This is an optimization exercise on Yosys and OpenROAD, whose aim is small area, not a production implementation.
The RTL was checked by simulation tests, not by an equivalence proof against the original design.
No activity file was given, so power comes from the tool's default toggle rates. The flow treats the clock pin as an ideal source, which a real chip does not have.

== run 1 ==
// sisc
module sisc (clk, rst_f, imem_addr, imem_rdata, dmem_addr, dmem_wdata, dmem_we, dmem_rdata, halted);
  input         clk, rst_f;
  output [15:0] imem_addr;
  input  [31:0] imem_rdata;
  output [15:0] dmem_addr;
  output [31:0] dmem_wdata;
  output        dmem_we;
  input  [31:0] dmem_rdata;
  output        halted;
  reg  [4:0]  ph;         
  reg         rot;        
  reg         hlt;
  reg  [15:0] pc;
  reg  [3:0]  st;         
  reg         c;          
  reg         acc;        
  reg  [4:0]  k;          
  reg  [15:0] a;          
  reg  [31:0] t;          
  reg  [31:0] r1, r2, r3, r4, r5, r6, r7, r8, r9, r10, r11, r12, r13, r14, r15;
  wire [3:0] op = imem_rdata[31:28];
  wire [3:0] mm = imem_rdata[27:24];
  wire [3:0] rs = imem_rdata[23:20];
  wire [3:0] rt = imem_rdata[19:16];
  wire [3:0] rd = imem_rdata[15:12];
  wire [3:0] fn = imem_rdata[3:0];
  wire act   = ~hlt;
  wire mm8   = (mm == 4'd8);
  ...
clock: 10.0 ns
lec_check: 0
cap_margin: 20
core_margin: 2
core_utilization: 75
place_density: 0.85
slew_margin: 20
standard.sh (not shown) runs the stock make flow with config.mk's settings and CLKGATE_MAP_FILE= SYNTH_SCRIPT=/design/flow/synth_recipe.tcl, a recipe that flattens the netlist after the stock synthesis.
==> flow/flow/run.sh <==
#!/bin/bash
# Standard ORFS layout (standard synthesis unchanged). Changes from the standard flow's own
# layout: port buffers are buf_1; the clock tree uses sink clusters of up to 32
# flip-flops within 120 um (clkbuf_16 each), no dummy loads, and clkbuf_4
# root/tree buffers; buffers that ABC inserted are removed at floorplan and
# non-critical gates are downsized after global routing (RECOVER_POWER).
# ORFS writes each step's log under orfs/logs; make's output goes to flow_make.log.
set -euo pipefail
export BUFFER_PORTS_ARGS="-buffer_cell sky130_fd_sc_hd__buf_1"
export CTS_ARGS="-sink_clustering_enable -repair_clock_nets -dont_use_dummy_load -sink_clustering_size 32 -sink_clustering_max_diameter 120 -root_buf sky130_fd_sc_hd__clkbuf_4 -tree_buf sky130_fd_sc_hd__clkbuf_4"
export RECOVER_POWER=100
export REMOVE_ABC_BUFFERS=1
export POST_GLOBAL_ROUTE_TCL="$PWD/flow/post_grt.tcl"
bash standard.sh finish > flow_make.log 2>&1
==> flow/flow/post_grt.tcl <==
# After the power-recovery downsizing, fix any slew or capacitance it broke.
global_route -start_incremental
repair_design -slew_margin 20 -cap_margin 20
global_route -end_incremental
[inputs] run 2 vs run 1
==> flow/flow/run.sh <==
#!/bin/bash
set -euo pipefail
export BUFFER_PORTS_ARGS="-buffer_cell sky130_fd_sc_hd__buf_1"
export CTS_ARGS="-sink_clustering_enable -repair_clock_nets -dont_use_dummy_load -sink_clustering_size 32 -sink_clustering_max_diameter 120 -root_buf sky130_fd_sc_hd__clkbuf_4 -tree_buf sky130_fd_sc_hd__clkbuf_4"
export RECOVER_POWER=100; export REMOVE_ABC_BUFFERS=1
bash standard.sh finish > flow_make.log 2>&1
diff --git a/flow/config.mk b/flow/config.mk
--- a/flow/config.mk
+++ b/flow/config.mk
@@ -9,4 +9,4 @@
 export CORE_MARGIN = 2
-export CORE_UTILIZATION = 75
-export PLACE_DENSITY = 0.85
+export CORE_UTILIZATION = 70
+export PLACE_DENSITY = 0.8
 export SLEW_MARGIN = 20
removed: flow/flow/post_grt.tcl
--- outcome ---
- Count of antenna diodes in the layout, run 1 and run 2: larger value in run 1
- Delta (run 2 minus run 1): buffer count from post-CTS setup fixing held steady, final weighted congestion in routability-driven placement grew by 2.1%, final critical-path required period shrank by 0.096 ns, register share of total power grew by 0.5 points, number of tapcells grew by 36.
- The fraction of layout instances using a drive strength above 1 on run 2 is in line with that on run 1.
- Delta (run 2 minus run 1): worst-case setup slack after placement now sits higher, routed via count divided by cell count now sits lower, worst-case clock skew now sits lower, final setup slack of the worst path now sits higher.
[inputs] run 3 vs run 2
==> flow/flow/run.sh <==
#!/bin/bash
set -euo pipefail
export BUFFER_PORTS_ARGS="-buffer_cell sky130_fd_sc_hd__buf_1"
export CTS_ARGS="-sink_clustering_enable -repair_clock_nets -dont_use_dummy_load -sink_clustering_size 30 -sink_clustering_max_diameter 100 -root_buf sky130_fd_sc_hd__clkbuf_8 -buf_list 'sky130_fd_sc_hd__clkbuf_8 sky130_fd_sc_hd__clkbuf_16'"
bash standard.sh finish > flow_make.log 2>&1
Findings:
Run 3 did not finish; a tool error ended it in clock tree synthesis (4_1_cts).
Re gate count of the mapped netlist: no difference whatsoever between run 3 and run 2.
Comparing run 3 against run 2, there is no change at all in share of synthesized area spent on multiplexers.
Reported for run 2 and run 3, cell count after placement turned out identical to the last digit.
The post-place setup slack of run 3 falls short of that of run 2 by 0.11 ns.
Routability-driven placement congestion ratio: run 3 lower than run 2
Taking run 2 as the reference, in run 3 distinct cell type count of the synthesized netlist neither gained nor lost much, post-placement cell area neither gained nor lost much, area after synthesis neither gained nor lost much, half-perimeter wire length of the detailed placement result picked up an extra about 5%.

* * *

Setup of before:
sisc again, from the RTL that the note above started with.
clock: 10.0 ns
lec_check: 0
cap_margin: 5
core_margin: 2
core_utilization: 70
place_density: 0.8
slew_margin: 5
==> flow/flow/run.sh <==
#!/bin/bash
set -euo pipefail
export BUFFER_PORTS_ARGS="-buffer_cell sky130_fd_sc_hd__buf_1"
export CTS_ARGS="-sink_clustering_enable -repair_clock_nets -dont_use_dummy_load -sink_clustering_size 32 -sink_clustering_max_diameter 120 -root_buf sky130_fd_sc_hd__clkbuf_4 -tree_buf sky130_fd_sc_hd__clkbuf_4"
export RECOVER_POWER=100; export REMOVE_ABC_BUFFERS=1
bash standard.sh finish > flow_make.log 2>&1
## Diff of input files: after against before
==> flow/flow/run.sh <==
#!/bin/bash
# Standard ORFS layout (standard synthesis unchanged). Changes from the standard flow's own
# layout: port buffers are buf_1; the clock tree uses sink clusters of up to 32
# flip-flops within 120 um (clkbuf_16 each), no dummy loads, and clkbuf_4
# root/tree buffers; buffers that ABC inserted are removed at floorplan and
# non-critical gates are downsized after global routing (RECOVER_POWER).
# ORFS writes each step's log under orfs/logs; make's output goes to flow_make.log.
set -euo pipefail
export BUFFER_PORTS_ARGS="-buffer_cell sky130_fd_sc_hd__buf_1"
export CTS_ARGS="-sink_clustering_enable -repair_clock_nets -dont_use_dummy_load -sink_clustering_size 32 -sink_clustering_max_diameter 120 -root_buf sky130_fd_sc_hd__clkbuf_4 -tree_buf sky130_fd_sc_hd__clkbuf_4"
export RECOVER_POWER=100
export REMOVE_ABC_BUFFERS=1
bash standard.sh finish > flow_make.log 2>&1
diff --git a/flow/config.mk b/flow/config.mk
--- a/flow/config.mk
+++ b/flow/config.mk
@@ -7,6 +7,6 @@
 export LEC_CHECK = 0
-export CAP_MARGIN = 5
+export CAP_MARGIN = 20
 export CORE_MARGIN = 2
-export CORE_UTILIZATION = 70
-export PLACE_DENSITY = 0.8
-export SLEW_MARGIN = 5
+export CORE_UTILIZATION = 62
+export PLACE_DENSITY = 0.75
+export SLEW_MARGIN = 20
Results
As far as synthesized cell count goes, before and after are indistinguishable; the numbers are identical. Between after and before, the synthesized area figures differ only marginally. Half-perimeter wire length after detailed placement: after vs before down 4.8%. STATUS wire length: after wins against before. [after] flow finished | final checks: failed | reasons: max-capacitance violations, max-slew violations.

* * *

sisc again, from the RTL that the note above started with.
clock: 10.0 ns
lec_check: 0
cap_margin: 20
core_margin: 2
core_utilization: 70
place_density: 0.8
slew_margin: 20
==> flow/flow/run.sh <==
#!/bin/bash
set -euo pipefail
export BUFFER_PORTS_ARGS="-buffer_cell sky130_fd_sc_hd__buf_1"
export CTS_ARGS="-sink_clustering_enable -repair_clock_nets -dont_use_dummy_load -sink_clustering_size 32 -sink_clustering_max_diameter 120 -root_buf sky130_fd_sc_hd__clkbuf_4 -tree_buf sky130_fd_sc_hd__clkbuf_4"
bash standard.sh finish > flow_make.log 2>&1
Edit:
==> flow/flow/run.sh (replaced) <==
#!/bin/bash
set -euo pipefail
export BUFFER_PORTS_ARGS="-buffer_cell sky130_fd_sc_hd__buf_1"
export CTS_ARGS="-sink_clustering_enable -repair_clock_nets -dont_use_dummy_load -sink_clustering_size 30 -sink_clustering_max_diameter 100 -root_buf sky130_fd_sc_hd__clkbuf_4 -tree_buf sky130_fd_sc_hd__clkbuf_8"
bash standard.sh finish > flow_make.log 2>&1
What happened: The changed run produced a clean layout. Clock-buffer cell count climbs by 1. Cell area stays flat. First-iteration DRC count climbs by about 15%. Sequential share of layout area went down by 0.13 points. Worst setup slack is better by 0.040 ns. Fmax rose by about 0.8%. Area after synthesis stays the same. Core utilization climbs by 0.14 points. Non-clock buffer count stays the same. Combinational power barely changes.
Edit:
==> flow/flow/run.sh (replaced) <==
#!/bin/bash
# Standard ORFS layout (standard synthesis unchanged). Changes from the standard flow's own
# layout: port buffers are buf_1; the clock tree uses sink clusters of up to 32
# flip-flops within 120 um (clkbuf_16 each), no dummy loads, and clkbuf_4
# root/tree buffers; buffers that ABC inserted are removed at floorplan and
# non-critical gates are downsized after global routing (RECOVER_POWER).
# ORFS writes each step's log under orfs/logs; make's output goes to flow_make.log.
set -euo pipefail
export BUFFER_PORTS_ARGS="-buffer_cell sky130_fd_sc_hd__buf_1"
export CTS_ARGS="-sink_clustering_enable -repair_clock_nets -dont_use_dummy_load -sink_clustering_size 32 -sink_clustering_max_diameter 120 -root_buf sky130_fd_sc_hd__clkbuf_4 -tree_buf sky130_fd_sc_hd__clkbuf_4"
export RECOVER_POWER=100
export REMOVE_ABC_BUFFERS=1
bash standard.sh finish > flow_make.log 2>&1
Effect: Worst setup slack degrades by 0.57 ns. Routed wire length falls by a few percent. Final area falls slightly. Non-clock buffer count stays the same. Area after synthesis does not change. Die area is unchanged.
Edit:
--- a/flow/flow/run.sh
+++ b/flow/flow/run.sh
@@ -11,3 +11,4 @@
 export RECOVER_POWER=100
 export REMOVE_ABC_BUFFERS=1
+export POST_GLOBAL_ROUTE_TCL="$PWD/flow/post_grt.tcl"
 bash standard.sh finish > flow_make.log 2>&1
==> flow/flow/post_grt.tcl (new file) <==
# After the power-recovery downsizing, fix any slew or capacitance it broke.
global_route -start_incremental
repair_design -slew_margin 20 -cap_margin 20
global_route -end_incremental
=> The new run completed with no timing, DRC or antenna violations. Clock-buffer cell count stays the same. Hold slack is about the same. Routed wire length stays flat. Core utilization barely changes. Via count is higher by 0.31%. Maximum frequency increases by 1.5%. Power barely changes. Design area stays flat.
Edit:
==> flow/flow/run.sh (replaced) <==
#!/bin/bash
# Standard ORFS layout (standard synthesis unchanged). Changes from the standard flow's own
# layout: port buffers are buf_1; the clock tree uses sink clusters of up to 30
# flip-flops (clkbuf_16 each), no dummy loads, and clkbuf_4 root/tree buffers.
# ORFS writes each step's log under orfs/logs; make's output goes to flow_make.log.
set -euo pipefail
export BUFFER_PORTS_ARGS="-buffer_cell sky130_fd_sc_hd__buf_1"
export CTS_ARGS="-sink_clustering_enable -repair_clock_nets -dont_use_dummy_load -sink_clustering_size 30 -sink_clustering_max_diameter 100 -root_buf sky130_fd_sc_hd__clkbuf_4 -tree_buf sky130_fd_sc_hd__clkbuf_8"
bash standard.sh finish > flow_make.log 2>&1
removed: flow/flow/post_grt.tcl
=>
- The changed run completed with no timing, DRC or antenna violations
- clock skew climbs by 0.074 ns
- total power climbs by 0.64%
- combinational power climbs by 3.7%
- utilization climbs by 0.34 points
- maximum frequency climbs by 9.1%
- area after synthesis stays the same
- sequential share of layout area drops by 0.33 points
- hold slack loses 0.052 ns
- via count stays flat

* * *

## lane 1
sisc, a different RTL version from the one above (not shown whole).
Size in the first run: about 130 I/O pins, about 14000 µm² of cells after synthesis.
export LEC_CHECK = 0
export CAP_MARGIN = 20
export CORE_MARGIN = 2
export CORE_UTILIZATION = 72
export PLACE_DENSITY = 0.85
export SLEW_MARGIN = 20
create_clock -name core_clock -period 10.0 [get_ports {clk}]
==> flow/flow/run.sh <==
#!/bin/bash
# Standard ORFS layout (standard synthesis unchanged) with small port buffers
# and a clock tree with larger sink clusters and no dummy loads.
set -euo pipefail
export BUFFER_PORTS_ARGS="-buffer_cell sky130_fd_sc_hd__buf_1"
export CTS_ARGS="-sink_clustering_enable -repair_clock_nets -dont_use_dummy_load -sink_clustering_size 32 -sink_clustering_max_diameter 70"
bash standard.sh finish > flow_make.log 2>&1
Input changes introduced in lane 2 (baseline for comparison: lane 1):
diff --git a/flow/flow/run.sh b/flow/flow/run.sh
--- a/flow/flow/run.sh
+++ b/flow/flow/run.sh
@@ -6 +6 @@
-export CTS_ARGS="-sink_clustering_enable -repair_clock_nets -dont_use_dummy_load -sink_clustering_size 32 -sink_clustering_max_diameter 70"
+export CTS_ARGS="-sink_clustering_enable -repair_clock_nets -dont_use_dummy_load -sink_clustering_size 34 -sink_clustering_max_diameter 50"
diff --git a/flow/config.mk b/flow/config.mk
--- a/flow/config.mk
+++ b/flow/config.mk
@@ -10,2 +10,2 @@
-export CORE_UTILIZATION = 72
-export PLACE_DENSITY = 0.85
+export CORE_UTILIZATION = 70
+export PLACE_DENSITY = 0.8
### Flow results
Met2 capacity usage during global routing in lane 2 vs lane 1: down 1.3 points
Lane 2 vs. lane 1: arrival time at the worst endpoint went down by 0.10 ns.
Relative to lane 1, the placed instance count measured on lane 2 has increased slightly.
Delta (lane 2 minus lane 1): area share of buffers outside the clock network level; utilization moved down.
Lane 2 -> lane 1: clock skew flat
Diff lane 2..lane 1 | synthesized-area fraction occupied by adder cells | unchanged
Via count on lane 2 is ahead of lane 1.
On portion of the layout cell area used by clock cells: between lane 1 and lane 2, it ends up higher for lane 2.
Looking at worst setup slack across lane 1 and lane 2, the one that comes out lower is lane 2.
Lane 2 vs lane 1: critical path depth up

* * *

Setup of run a:
sisc, a different RTL version from the one above (not shown whole).
For scale: about 560 flip-flops, about 130 I/O pins, about 15000 um2 of cells after synthesis.
make LEC_CHECK=0 ABC_AREA=1 CAP_MARGIN=20 CORE_MARGIN=2 CORE_UTILIZATION=40 SLEW_MARGIN=20 finish   # period 10.0 ns
run.sh (not shown) runs the stock make flow with config.mk's settings and CLKGATE_MAP_FILE= SYNTH_SCRIPT=/design/flow/synth_recipe.tcl, a recipe that flattens the netlist after the stock synthesis.
Stock flow here: none of the scripts above is used.
Run a completed every stage of the flow, and the final layout passed the timing, DRC and antenna checks.
### run a -> run b
Settings: swapping 40 for 70 in CORE_UTILIZATION; putting PLACE_DENSITY at 0.8 where nothing was set.
==> flow/flow/run.sh (new file) <==
#!/bin/bash
# Standard ORFS layout (standard synthesis unchanged) with smaller port buffers
# and a clock tree with larger sink clusters and no dummy loads.
set -euo pipefail
export BUFFER_PORTS_ARGS="-buffer_cell sky130_fd_sc_hd__buf_1"
export CTS_ARGS="-sink_clustering_enable -repair_clock_nets -dont_use_dummy_load -sink_clustering_size 30 -sink_clustering_max_diameter 100"
bash standard.sh finish > flow_make.log 2>&1
==> flow/standard.sh (new file) <==
#!/bin/bash
# synth_recipe.tcl (not shown) runs the flow's synth.tcl, then flattens the netlist and writes it again
# the make line also repeats each setting of config.mk as NAME=value (left out here)
make -C /OpenROAD-flow-scripts/flow DESIGN_CONFIG=/design/flow/config.mk WORK_HOME=/design/flow/orfs CLKGATE_MAP_FILE= SYNTH_SCRIPT=/design/flow/synth_recipe.tcl "${@:-finish}"
removed: flow/run.sh
Results
Run a ran to completion and came out clean on the timing, DRC and antenna checks. Run b completed every stage of the flow, and the final layout passed the timing, DRC and antenna checks. Re total stage count of the critical path: run a was lower than run b. Changes observed in run b relative to run a: area of the core lower; area after synthesis roughly the same; minimum period implied by the final worst setup slack lower. The initial antenna violation count number comes out lower for run a vs run b. Run a -> run b: power consumption decreased by more than 10%.

-- afterwards: timing with drivers on the ports --
Ports are ideal in the flow. The routed layouts listed here were re-timed in OpenROAD.
Step 1 assumes that a clkbuf_16 drives the clock port and a buf_2 every other input.
Step 2 times the ports against the registers' clock, not the clock port: input delays grow and output delays shrink by t, the midpoint of the rising clock arrivals with the driver on.
a / b / c = ideal ports / drivers / drivers and shift; a / b = the first two.
| run | t, ns | slack for setup (ns) | worst register clock-pin slew, ns | worst slew at a driven data input, ns |
|---|---|---|---|---|
| run 1 | 0.799 | 4.054 / 4.065 / 3.266 | 0.12 / 0.12 | 0.07 |
| run 2 | 0.790 | 4.151 / 4.165 / 3.374 | 0.12 / 0.12 | 0.06 |
| before | 0.790 | 4.151 / 4.165 / 3.374 | 0.12 / 0.12 | 0.06 |
| after | 0.763 | 4.112 / 4.128 / 3.365 | 0.12 / 0.12 | 0.07 |
| the first run of note 3 | 0.778 | 4.676 / 4.662 / 3.884 | 0.12 / 0.12 | 0.06 |
| the second run of note 3 | 0.780 | 4.716 / 4.684 / 3.942 | 0.11 / 0.11 | 0.06 |
| the third run of note 3 | 0.790 | 4.151 / 4.165 / 3.374 | 0.12 / 0.12 | 0.06 |
| the fourth run of note 3 | 0.789 | 4.237 / 4.194 / 3.826 | 0.12 / 0.12 | 0.06 |
| the fifth run of note 3 | 0.780 | 4.716 / 4.684 / 3.942 | 0.11 / 0.11 | 0.06 |
| lane 1 | 0.573 | 4.125 / 4.149 / 3.576 | 0.12 / 0.12 | 0.07 |
| lane 2 | 0.546 | 4.079 / 4.097 / 3.551 | 0.11 / 0.11 | 0.07 |
| run a | 0.595 | 3.892 / 3.845 / 3.832 | 0.06 / 0.06 | 0.06 |
| run b | 0.569 | 4.686 / 4.696 / 4.135 | 0.12 / 0.12 | 0.07 |
The setup slack of the first run of note 3, which loses most, moves by -0.014 ns with the drivers and by -0.792 ns with both steps.
